This is an optimization exercise on Yosys and OpenROAD, whose aim is a short achievable clock period and few clock cycles, not a production implementation.
The RTL was checked by simulation tests, not by an equivalence proof against the original design.
Power figures rest on the tool's default switching activity, not on a simulated workload.

==> design/flow/config.mk <==
export PLATFORM = sky130hd
export DESIGN_NAME = rv_core
export DESIGN_NICKNAME = rv_core
export VERILOG_FILES = /design/flow/design.v
export SDC_FILE = /design/flow/constraint.sdc
export NUM_CORES = 4
export LEC_CHECK = 0
export ABC_CLOCK_PERIOD_IN_PS = 2500
export CAP_MARGIN = 20
export CORE_MARGIN = 2
export CORE_UTILIZATION = 50
export PLACE_DENSITY = 0.62
export SETUP_SLACK_MARGIN = 5
export SLEW_MARGIN = 20
==> design/flow/constraint.sdc <==
create_clock -name core_clock -period 8.0 [get_ports {i_core_clk}]
set_input_delay 1.6000 -clock core_clock [delete_from_list [all_inputs] [get_ports {i_core_clk}]]
set_output_delay 1.6000 -clock core_clock [all_outputs]
set_load 0.01 [all_outputs]
==> design/flow/design.v <==
module rv_adder #(
    parameter   W = 32
)(
    input   [W-1:0] a,
    input   [W-1:0] b,
    input           ci,
    output  [W-1:0] s
);
    localparam L = 5;            
    wire [W-1:0] g [0:L];
    wire [W-1:0] p [0:L];
    wire [W-1:0] x = a ^ b;
    assign g[0] = (a & b) | {{(W-1){1'b0}}, x[0] & ci};
    assign p[0] = x;
    genvar l, i;
    generate
        for (l = 0; l < L; l = l + 1) begin : g_lvl
            for (i = 0; i < W; i = i + 1) begin : g_bit
                if (i >= (1 << l)) begin : g_op
                    assign g[l+1][i] = g[l][i] | (p[l][i] & g[l][i-(1<<l)]);
                    assign p[l+1][i] = p[l][i] & p[l][i-(1<<l)];
                end else begin : g_pass
                    assign g[l+1][i] = g[l][i];
                    assign p[l+1][i] = p[l][i];
                end
            end
        end
    endgenerate
    assign s = x ^ {g[L][W-2:0], ci};
endmodule
module rv_branch_comp (
    input   [31:0]  a,
    input   [31:0]  b,
    output          eq,
    output          lt,
    output          ltu
);
    wire [30:0] g0 = a[30:0] & ~b[30:0];
    wire [30:0] p0 = ~(a[30:0] ^ b[30:0]);
    wire [31:0] gl0 = {1'b0, g0[30:1], g0[0] | p0[0]};
    wire [31:0] pl0 = {1'b1, p0};
    wire [15:0] gl1, pl1;
    wire [7:0]  gl2, pl2;
    wire [3:0]  gl3, pl3;
    wire [1:0]  gl4, pl4;
    genvar i;
    generate
        for (i = 0; i < 16; i = i + 1) begin : g_l1
            assign gl1[i] = gl0[2*i+1] | (pl0[2*i+1] & gl0[2*i]);
            assign pl1[i] = pl0[2*i+1] & pl0[2*i];
        end
        for (i = 0; i < 8; i = i + 1) begin : g_l2
            assign gl2[i] = gl1[2*i+1] | (pl1[2*i+1] & gl1[2*i]);
            assign pl2[i] = pl1[2*i+1] & pl1[2*i];
        end
        for (i = 0; i < 4; i = i + 1) begin : g_l3
            assign gl3[i] = gl2[2*i+1] | (pl2[2*i+1] & gl2[2*i]);
            assign pl3[i] = pl2[2*i+1] & pl2[2*i];
        end
        for (i = 0; i < 2; i = i + 1) begin : g_l4
            assign gl4[i] = gl3[2*i+1] | (pl3[2*i+1] & gl3[2*i]);
            assign pl4[i] = pl3[2*i+1] & pl3[2*i];
        end
    endgenerate
    wire ge30 = gl4[1] | (pl4[1] & gl4[0]);
    wire p31  = ~(a[31] ^ b[31]);
    wire geu  = (a[31] & ~b[31]) | (p31 & ge30);
    wire ges  = (~a[31] & b[31]) | (p31 & ge30);
    assign ltu = ~geu;
    assign lt  = ~ges;
    assign eq  = &(~(a ^ b));
endmodule
module rv_core (
    input               i_core_clk,
    input               i_core_rstn,
    input       [31:0]  i_core_imem_rd,
    output      [31:0]  o_core_imem_ra,
    input       [31:0]  i_core_dmem_rd,
    output      [31:0]  o_core_dmem_a,
    output      [31:0]  o_core_dmem_wd,
    output              o_core_dmem_we,
    output      [2:0]   o_core_dmem_bytectrl
);
    wire clk  = i_core_clk;
    wire rstn = i_core_rstn;
    reg  [31:0] pc_f;
    reg         valid_d;
    reg  [31:0] ins_d;
    reg  [31:0] pc_d;
    reg  [31:0] off_d;       
    reg  [31:0] imm_d;       
    reg  [31:1] s1_d, s2_d;  
    reg         d_lui, d_auipc, d_jal, d_jalr, d_br, d_load, d_store, d_opimm, d_op;
    reg  [2:0]  bc_d;
    reg         wen_e, ld_e, st_e, jmp_e, br_e;
    reg  [4:0]  rd_e;
    reg  [2:0]  bc_e;
    reg  [31:0] rv1_e, rv2_e, imm_e, pre_e, tgt_e;
    reg         a_m_e, a_w_e, a_r_e;
    reg         b_i_e, b_m_e, b_w_e, b_r_e;
    reg         s_m_e, s_w_e, s_r_e;
    reg  [8:0]  c_eq_e, c_ne_e, c_lt_e, c_ge_e, c_ltu_e, c_geu_e;
    reg         op_add_e, op_sub_e, op_slt_e, op_sltu_e, op_xor_e, op_or_e, op_and_e;
    reg         op_sll_e, op_srl_e, op_sra_e, op_pre_e;
    reg         wen_m, ld_m, st_m;
    reg  [4:0]  rd_m;
    reg  [2:0]  bc_m;
    reg  [31:0] res_m, wd_m;
    reg         wen_w;
    reg  [4:0]  rd_w;
    reg  [31:0] res_w;
    reg  [31:0] rf [1:31];
    assign o_core_imem_ra = pc_f;
    wire [31:0] ins_f = i_core_imem_rd;
    wire [4:0]  opf   = ins_f[6:2];
    wire f_lui   = (opf == 5'b01101);
    wire f_auipc = (opf == 5'b00101);
    wire f_jal   = (opf == 5'b11011);
    wire f_jalr  = (opf == 5'b11001);
    wire f_br    = (opf == 5'b11000);
    wire f_load  = (opf == 5'b00000);
    wire f_store = (opf == 5'b01000);
    wire f_opimm = (opf == 5'b00100);
    wire f_op    = (opf == 5'b01100);
    wire [31:0] immI_f = {{20{ins_f[31]}}, ins_f[31:20]};
    wire [31:0] immS_f = {{20{ins_f[31]}}, ins_f[31:25], ins_f[11:7]};
    wire [31:0] immB_f = {{20{ins_f[31]}}, ins_f[7], ins_f[30:25], ins_f[11:8], 1'b0};
    wire [31:0] immJ_f = {{12{ins_f[31]}}, ins_f[19:12], ins_f[20], ins_f[30:21], 1'b0};
    wire [31:0] immU_f = {ins_f[31:12], 12'b0};
    wire [31:0] off_f  = !ins_f[6] ? immU_f : ins_f[3] ? immJ_f : immB_f;
    wire [31:0] imm_f  = f_store ? immS_f : immI_f;
    reg  [2:0]  bc_f;
    always @(*) begin
        case (ins_f[14:12])
            3'd0:    bc_f = 3'd1;    
            3'd1:    bc_f = 3'd3;    
            3'd2:    bc_f = 3'd0;    
            3'd4:    bc_f = 3'd2;    
            default: bc_f = 3'd4;    
        endcase
    end
    wire [31:1] s1_f, s2_f;
    genvar gi;
    generate
        for (gi = 1; gi < 32; gi = gi + 1) begin : g_sel
            assign s1_f[gi] = (ins_f[19:15] == gi);
            assign s2_f[gi] = (ins_f[24:20] == gi);
        end
    endgenerate
    wire [4:0]  rs1_d = ins_d[19:15];
    wire [4:0]  rs2_d = ins_d[24:20];
    wire [4:0]  rd_d  = ins_d[11:7];
    wire [2:0]  f3_d  = ins_d[14:12];
    wire        f7_d  = ins_d[30];
    wire [31:0] tgt_d;
    rv_adder u_tgt (.a(pc_d), .b(off_d), .ci(1'b0), .s(tgt_d));
    wire [31:0] pcp4_d = pc_d + 32'd4;
    reg  [31:0] rr1_d, rr2_d;
    integer k;
    always @(*) begin
        rr1_d = 32'd0;
        rr2_d = 32'd0;
        for (k = 1; k < 32; k = k + 1) begin
            rr1_d = rr1_d | ({32{s1_d[k]}} & rf[k]);
            rr2_d = rr2_d | ({32{s2_d[k]}} & rf[k]);
        end
    end
    wire byp1_d = wen_w && (rd_w == rs1_d);
    wire byp2_d = wen_w && (rd_w == rs2_d);
    wire [31:0] rv1_d = byp1_d ? res_w : rr1_d;
    wire [31:0] rv2_d = byp2_d ? res_w : rr2_d;
    wire stall = valid_d && ld_e && wen_e && (rs1_d == rd_e || rs2_d == rd_e);
    wire redirect;           
    wire off4_d     = (off_d == 32'd4);
    wire redirect_d = valid_d && d_jal && !off4_d && !stall;
    wire wr_d = d_lui || d_auipc || d_jal || d_jalr || d_load || d_opimm || d_op;
    wire a_m_d = wen_e && (rd_e == rs1_d);
    wire a_w_d = wen_m && (rd_m == rs1_d) && !a_m_d;
    wire a_r_d = !a_m_d && !a_w_d;
    wire b_m_d = wen_e && (rd_e == rs2_d);
    wire b_w_d = wen_m && (rd_m == rs2_d) && !b_m_d;
    wire b_r_d = !b_m_d && !b_w_d;
    wire b_i_d = !(d_op || d_br);
    wire [2:0] as_d = {a_w_d, a_m_d, a_r_d};
    wire [2:0] bs_d = {b_w_d, b_m_d, b_r_d};
    wire [8:0] pair_d;
    generate
        for (gi = 0; gi < 9; gi = gi + 1) begin : g_pair
            assign pair_d[gi] = d_br && as_d[gi / 3] && bs_d[gi % 3];
        end
    endgenerate
    wire alu_d = d_op || d_opimm;
    wire sub_d = d_op && f7_d;
    wire [31:0] pre_d = d_lui ? off_d : d_auipc ? tgt_d : pcp4_d;
    wire go_e = valid_d && !stall && !redirect;
    wire [31:0] opa = ({32{a_m_e}} & res_m) | ({32{a_w_e}} & res_w) | ({32{a_r_e}} & rv1_e);
    wire [31:0] opb = ({32{b_i_e}} & imm_e) | ({32{b_m_e}} & res_m) | ({32{b_w_e}} & res_w) | ({32{b_r_e}} & rv2_e);
    wire [31:0] ops = ({32{s_m_e}} & res_m) | ({32{s_w_e}} & res_w) | ({32{s_r_e}} & rv2_e);
    wire [31:0] sum, dif;
    rv_adder u_add (.a(opa), .b(opb),  .ci(1'b0), .s(sum));
    rv_adder u_sub (.a(opa), .b(~opb), .ci(1'b1), .s(dif));
    wire        eq_ab, lt, ltu;
    rv_branch_comp u_cmp (.a(opa), .b(opb), .eq(eq_ab), .lt(lt), .ltu(ltu));
    wire [31:0] shl  = opa << opb[4:0];
    wire [31:0] shr  = opa >> opb[4:0];
    wire [31:0] sar  = $signed(opa) >>> opb[4:0];
    wire [31:0] res_e = ({32{op_add_e}} & sum)
                      | ({32{op_sub_e}} & dif)
                      | ({32{op_slt_e}} & {31'd0, lt})
                      | ({32{op_sltu_e}} & {31'd0, ltu})
                      | ({32{op_xor_e}} & (opa ^ opb))
                      | ({32{op_or_e}}  & (opa | opb))
                      | ({32{op_and_e}} & (opa & opb))
                      | ({32{op_sll_e}} & shl)
                      | ({32{op_srl_e}} & shr)
                      | ({32{op_sra_e}} & sar)
                      | ({32{op_pre_e}} & pre_e);
    wire [31:0] srcs [0:2];
    assign srcs[0] = rv1_e;
    assign srcs[1] = res_m;
    assign srcs[2] = res_w;
    wire [31:0] srct [0:2];
    assign srct[0] = rv2_e;
    assign srct[1] = res_m;
    assign srct[2] = res_w;
    wire [8:0] p_eq, p_lt, p_ltu;
    generate
        for (gi = 0; gi < 9; gi = gi + 1) begin : g_bc
            if (gi == 4 || gi == 8) begin : g_same
                assign p_eq[gi]  = 1'b1;
                assign p_lt[gi]  = 1'b0;
                assign p_ltu[gi] = 1'b0;
            end else begin : g_cmp
                rv_branch_comp u_c (.a(srcs[gi / 3]), .b(srct[gi % 3]),
                                    .eq(p_eq[gi]), .lt(p_lt[gi]), .ltu(p_ltu[gi]));
            end
        end
    endgenerate
    wire taken = br_e && |((c_eq_e & p_eq) | (c_ne_e & ~p_eq) |
                           (c_lt_e & p_lt) | (c_ge_e & ~p_lt) |
                           (c_ltu_e & p_ltu) | (c_geu_e & ~p_ltu));
    wire [31:0] jt_r, jt_m, jt_w;
    rv_adder u_jr (.a(rv1_e), .b(imm_e), .ci(1'b0), .s(jt_r));
    rv_adder u_jm (.a(res_m), .b(imm_e), .ci(1'b0), .s(jt_m));
    rv_adder u_jw (.a(res_w), .b(imm_e), .ci(1'b0), .s(jt_w));
    wire [31:0] jt = ({32{a_r_e}} & jt_r) | ({32{a_m_e}} & jt_m) | ({32{a_w_e}} & jt_w);
    assign redirect = taken || jmp_e;
    wire [31:0] redir_e = jmp_e ? {jt[31:1], 1'b0} : tgt_e;
    wire [31:0] pc_seq = stall ? pc_f : pc_f + 32'd4;
    always @(posedge clk) begin
        if (!rstn)
            pc_f <= 32'd0;
        else
            pc_f <= redirect ? redir_e : redirect_d ? tgt_d : pc_seq;
    end
    always @(posedge clk) begin
        if (!rstn)
            valid_d <= 1'b0;
        else if (redirect || redirect_d)
            valid_d <= 1'b0;
        else if (!stall)
            valid_d <= 1'b1;
    end
    always @(posedge clk) begin
        if (!stall) begin
            ins_d   <= ins_f;
            pc_d    <= pc_f;
            off_d   <= off_f;
            imm_d   <= imm_f;
            s1_d    <= s1_f;
            s2_d    <= s2_f;
            d_lui   <= f_lui;
            d_auipc <= f_auipc;
            d_jal   <= f_jal;
            d_jalr  <= f_jalr;
            d_br    <= f_br;
            d_load  <= f_load;
            d_store <= f_store;
            d_opimm <= f_opimm;
            d_op    <= f_op;
            bc_d    <= bc_f;
        end
    end
    always @(posedge clk) begin
        if (!rstn) begin
            wen_e  <= 1'b0;
            ld_e   <= 1'b0;
            st_e   <= 1'b0;
            jmp_e  <= 1'b0;
            br_e   <= 1'b0;
        end else begin
            wen_e  <= go_e && wr_d && (rd_d != 5'd0);
            ld_e   <= go_e && d_load;
            st_e   <= go_e && d_store;
            jmp_e  <= go_e && d_jalr;
            br_e   <= go_e && d_br;
        end
    end
    always @(posedge clk) begin
        rd_e      <= rd_d;
        bc_e      <= bc_d;
        rv1_e     <= rv1_d;
        rv2_e     <= rv2_d;
        imm_e     <= imm_d;
        pre_e     <= pre_d;
        tgt_e     <= tgt_d;
        a_m_e     <= a_m_d;
        a_w_e     <= a_w_d;
        a_r_e     <= a_r_d;
        b_i_e     <= b_i_d;
        b_m_e     <= !b_i_d && b_m_d;
        b_w_e     <= !b_i_d && b_w_d;
        b_r_e     <= !b_i_d && b_r_d;
        s_m_e     <= b_m_d;
        s_w_e     <= b_w_d;
        s_r_e     <= b_r_d;
        c_eq_e    <= pair_d & {9{f3_d == 3'd0}};
        c_ne_e    <= pair_d & {9{f3_d == 3'd1}};
        c_lt_e    <= pair_d & {9{f3_d == 3'd4}};
        c_ge_e    <= pair_d & {9{f3_d == 3'd5}};
        c_ltu_e   <= pair_d & {9{f3_d == 3'd6}};
        c_geu_e   <= pair_d & {9{f3_d == 3'd7}};
        op_add_e  <= d_load || d_store || (alu_d && f3_d == 3'd0 && !sub_d);
        op_sub_e  <= alu_d && f3_d == 3'd0 && sub_d;
        op_sll_e  <= alu_d && f3_d == 3'd1;
        op_slt_e  <= alu_d && f3_d == 3'd2;
        op_sltu_e <= alu_d && f3_d == 3'd3;
        op_xor_e  <= alu_d && f3_d == 3'd4;
        op_srl_e  <= alu_d && f3_d == 3'd5 && !f7_d;
        op_sra_e  <= alu_d && f3_d == 3'd5 && f7_d;
        op_or_e   <= alu_d && f3_d == 3'd6;
        op_and_e  <= alu_d && f3_d == 3'd7;
        op_pre_e  <= d_lui || d_auipc || d_jal || d_jalr;
    end
    always @(posedge clk) begin
        if (!rstn) begin
            wen_m <= 1'b0;
            ld_m  <= 1'b0;
            st_m  <= 1'b0;
        end else begin
            wen_m <= wen_e;
            ld_m  <= ld_e;
            st_m  <= st_e;
        end
    end
    always @(posedge clk) begin
        rd_m  <= rd_e;
        bc_m  <= bc_e;
        res_m <= res_e;
        wd_m  <= ops;
    end
    assign o_core_dmem_a        = res_m;
    assign o_core_dmem_wd       = wd_m;
    assign o_core_dmem_we       = st_m;
    assign o_core_dmem_bytectrl = bc_m;
    always @(posedge clk) begin
        if (!rstn)
            wen_w <= 1'b0;
        else
            wen_w <= wen_m;
    end
    always @(posedge clk) begin
        rd_w  <= rd_m;
        res_w <= ld_m ? i_core_dmem_rd : res_m;
    end
    integer i;
    always @(posedge clk) begin
        if (!rstn) begin
            for (i = 1; i < 32; i = i + 1)
                rf[i] <= 32'd0;
        end else if (wen_w) begin
            rf[rd_w] <= res_w;
        end
    end
endmodule
==> design/flow/run.sh <==
#!/bin/bash
# synth_recipe.tcl (not shown) runs the flow's synth.tcl, then flattens the netlist and writes it again
# the make line also repeats each setting of config.mk as NAME=value (left out here)
make -C /OpenROAD-flow-scripts/flow DESIGN_CONFIG=/design/flow/config.mk WORK_HOME=/design/flow/orfs CLKGATE_MAP_FILE= SYNTH_SCRIPT=/design/flow/synth_recipe.tcl finish
==> run notes <==
sequential cells by signal, summed over array words and instances (netlist names), 7 cells and up:
name,flops
rf,992
pc_d,32
pc_f,32
pre_e,32
res_m,32
res_w,32
rv1_e,32
rv2_e,32
tgt_e,32
wd_m,32
off_d,31
s1_d,31
s2_d,31
ins_d,23
imm_e,12
c_eq_e,9
c_ge_e,9
c_geu_e,9
c_lt_e,7
c_ltu_e,7
c_ne_e,7
cell usage after synthesis, types with 39 or more instances:
cell type | instances | area [sq um]
nand2_1 | 454 | 1700
clkbuf_1 | 690 | 2590
a21oi_1 | 460 | 2300
a221oi_1 | 301 | 2640
nor2_1 | 432 | 1620
nand3_1 | 197 | 986
nor2b_1 | 40 | 250
nand4_1 | 208 | 1300
mux2i_1 | 108 | 1080
a222oi_1 | 115 | 1150
and3_1 | 39 | 244
and2_1 | 41 | 257
buf_1 | 58 | 218
a21o_1 | 94 | 706
nor3_1 | 1179 | 5900
xor2_1 | 84 | 736
inv_1 | 323 | 1210
nor4_1 | 41 | 257
o21a_1 | 48 | 360
edfxtp_1 | 1158 | 34800
xnor2_1 | 87 | 762
a22oi_1 | 453 | 3400
ha_1 | 449 | 5620
dfxtp_1 | 368 | 7370
o211ai_1 | 46 | 345
a211oi_1 | 63 | 473
o21ai_0 | 342 | 1710
a22o_1 | 266 | 2330
metal layers:
layer / wire [um] / global-route usage
met2: 189000 / 0.728
met4: 60500 / 0.492
met3: 75800 / 0.228
met5: 895 / 0.0247
met1: 148000 / 0.580
how the worst max path moves through the flow:
| stage | end | startpoint | cells past startpoint |
|---|---|---|---|
| final | pc_f[31] | res_m[9] | 12 |
| after global routing | pc_f[19] | res_m[18] | 16 |
| after CTS | pc_f[7] | res_w[12] | 15 |
| after detailed placement | pc_f[7] | res_m[25] | 12 |
| after global placement | pc_f[7] | res_m[25] | 12 |
| after floorplan | pc_f[7] | rv2_e[16] | 13 |
worst max-delay path: cells and delay by family (launching register included):
family	cells	cell delay, ns
buffers and inverters	2	0.27
DFF	1	0.30
AOI/OAI and AO/OA	6	2.09
xor gates and xnor gates	1	0.37
adders and majority gates	1	0.27
and+or+nand+nor	2	0.85
power groups by stage:
| stage | sequential, W | combinational, W | clock (W) |
|---|---|---|---|
| final | 0.00943 | 0.00595 | 0.00829 |
| after global routing | 0.00944 | 0.00614 | 0.00852 |
| after CTS | 0.00939 | 0.00529 | 0.00822 |
| after detailed placement | 0.00955 | 0.00454 | 0 |
| after global placement | 0.00954 | 0.00449 | 0 |
| after floorplan | 0.00932 | 0.00282 | 0 |
cell usage in the layout, fill, tap and decap left out, drive strengths merged, types with 39 or more instances in the layout:
| cell | n |
|---|---|
| a211oi | 63 |
| a21o | 94 |
| a21oi | 460 |
| a221oi | 301 |
| a222oi | 115 |
| a22o | 266 |
| a22oi | 453 |
| and2 | 42 |
| and3 | 39 |
| buf | 831 |
| clkbuf | 235 |
| clkdlybuf4s50 | 62 |
| clkinv | 69 |
| dfxtp | 368 |
| edfxtp | 1158 |
| ha | 449 |
| inv | 322 |
| mux2i | 108 |
| nand2 | 456 |
| nand3 | 199 |
| nand4 | 208 |
| nor2 | 433 |
| nor2b | 40 |
| nor3 | 1179 |
| nor4 | 41 |
| o211ai | 46 |
| o21a | 48 |
| o21ai | 351 |
| xnor2 | 87 |
| xor2 | 84 |
area by class of cell:
type | instances | share of cell area
Inverter | 329 | 0.0128
Timing Repair inverter | 9 | 0.000705
Clock buffer | 220 | 0.0439
Timing Repair Buffer | 921 | 0.0839
Clock inverter | 91 | 0.0105
Multi-Input combinational cell | 6077 | 0.421
Antenna cell | 23 | 0.000541
Tap cell | 2310 | 0.0272
Sequential cell | 1526 | 0.400
metrics by stage:
step                      total power, W  setup slack (ns)  hold WS [ns]
after CTS                         0.0229              3.72         0.324
final                             0.0237              3.78         0.314
after floorplan                   0.0121              4.05         0.310
after global routing              0.0241              3.74         0.322
after global placement            0.0140              2.44         0.310
after detailed placement          0.0141              2.36         0.313
timing repair:
| action | in CTS | in global routing |
|---|---|---|
| pin swaps | 263 | 177 |
| cloned | 33 | 7 |
| buffers inserted | 350 | 110 |
| setup endpoints to repair | 1864 | 385 |
| resized for setup | 1293 | 354 |
cells by family after synthesis:
| family | count (synthesis) |
|---|---|
| buffers and inverters | 1080 |
| XOR/XNOR | 171 |
| multiplexers | 121 |
| AND/OR/NAND/NOR | 2777 |
| adder cells (fa/ha/maj) | 457 |
| flip-flops | 1526 |
| AO/OA/AOI/OAI | 2542 |
==> out/summary.txt <==
Worst EP required: 8.77 ns
status: finished clean
Layout area overhead: 22.9%
gpl congestion: 1.10
VDD IR-drop max: 0.272 mV
post-DP HPWL: 279 mm
initial antenna violation count: 35
multi-input logic area: 44,800 sq um
Max Buffers Root-to-Sink: 3
Die Y: 420 um
GRT overflow: 0
Tcrit/Tclk final: 0.528
critical path type: register to register
FF/Latch Area: 42,500 sq um
Initial Util: 0.504
I/O pin total: 166
DR pass1 iterations: 21
EDFF count, synth: 1,158
CP Data Arrival Time: 4.99 ns
crit path max-delay cell type: o211ai_1
post-placement cell count: 10,700
Yosys reg bits: 1,526
crit end category: register
vias in the first global route: 83,300
Placeable Area: 172,000 sq um
crit-path cells: buf_6, buf_6, ha_1, a211o_1, or4_1, o211ai_1, a211o_1, a31oi_1, a31oi_1, xnor2_1, or3_1, a31oi_1
Seq/Total Area, Yosys: 0.487
Layout Nets: 9,553
TritonCTS sink count: 1,526
main flop type after synthesis: edfxtp_1
Pwr Density: 222 nW/um^2
Leak: 39.0 nW
Hold Fails Final Rpt: 0
CP most frequent cell: a31oi_1
fin crit period: 4.22 ns
total wire length: 474 mm
Switching Share: 0.336
DR iter-0 viols: 18,400
FILL cells: 14,200
post-place instance area: 91,400 sq um
Clk pwr share: 0.350
vias: 89,900
Adder-Cell Fraction of Synth Area: 0.0666
CTS Root Cell: clkbuf_16
row cnt: 152
post-synthesis cell area: 86,600 sq um
crit-path max FO: 6
P_int: 0.0157 W
Psw: 0.00795 W
Clock transition at path regs: 0.07 ns
Rel. slew slack: 0.0722
routed vias/inst: 7.81
xor/xnor share of the synthesized area: 0.0173
Avg WL per Cell: 41.2 um
crit start category: register
setup_tns: 0 ns
Worst-Margin Slew: 1.39 ns
main combinational cell family by area after synthesis: compound AO/OA/AOI/OAI gates
mux share of post-synthesis cell area: 0.0142
syn avg cell area: 9.99 sq um
max-cap check violation count: 0
Gate Count Post-Synth: 8,674
insertion delay to the later sink of the worst-skew pair: 0.89 ns
Reg power frac: 0.398
Ys Warns: 2
Post-Synth Simple-Gate Area: 0.157
antenna viol nets, final: 0
layout cells sized above 1: 0.209
CP max stage delay: 0.58 ns
Hold Crit Depth: 0
WHS Endpoint: imm_e[5]
DR DRC count: 0
Hold Buf Count CTS: 0
FF-to-FF setup slack: 3.78 ns
post-route insts no fill: 11,500
final setup vio count: 0
post-route cell area: 106,000 sq um
Post-synth ARST share: 0
RR Startpoint: res_m[9]
Distinct cells, synth: 87
Comb power frac: 0.251
Max Fclk: 237 MHz
post-synth net total: 9,196
RSZ-0062 raised after global routing: true
worst hold path startpoint: ins_d[25]
Core Util, Final: 0.619
port bufs: 163
largest net degree at the start of global routing: 146
number of buffers created by CTS: 167
Pins Over Slew Limit: 0
GRT Total Usage: 0.518
H-Tree Depth: 4
compound-cell area share of the yosys netlist: 0.212
Die ar.: 177,000 sq um
first-pass GRT wire length: 641 mm
clock skew: 0.0489 ns
Crit Reg-Reg Endpoint: pc_f[31]
TritonCTS clock tree: yes
Worst Hold Class: register to register
worst reg-to-reg path cell count: 12
die span in x: 420 um
Testbench counts, summed over its fixed seeds: cycles 55,618.

separate check: timing with driven ports:
The results above use ideal ports. As a check the final layout listed here was re-extracted and re-timed, cells and wires unchanged.
Step 1 sets driving cells, clkbuf_16 on the clock port and buf_2 on the other inputs (assumed; they add their load-dependent delay and slew).
Step 2 times the ports against the registers' clock, not the clock port: input delays grow and output delays shrink by t, the midpoint of the rising clock arrivals with the driver on.
Slacks: ideal ports / drivers / drivers and shift; pairs: ideal ports / drivers.
t, ns: 0.974
setup slack, ns: 3.777 / 3.777 / 3.777
latest minus earliest clock arrival (ns): 0.057 / 0.057
After both steps setup and hold are still met in this run. For this run, drivers alone change the setup slack by 0.000 ns; drivers and shift together by 0.000 ns.
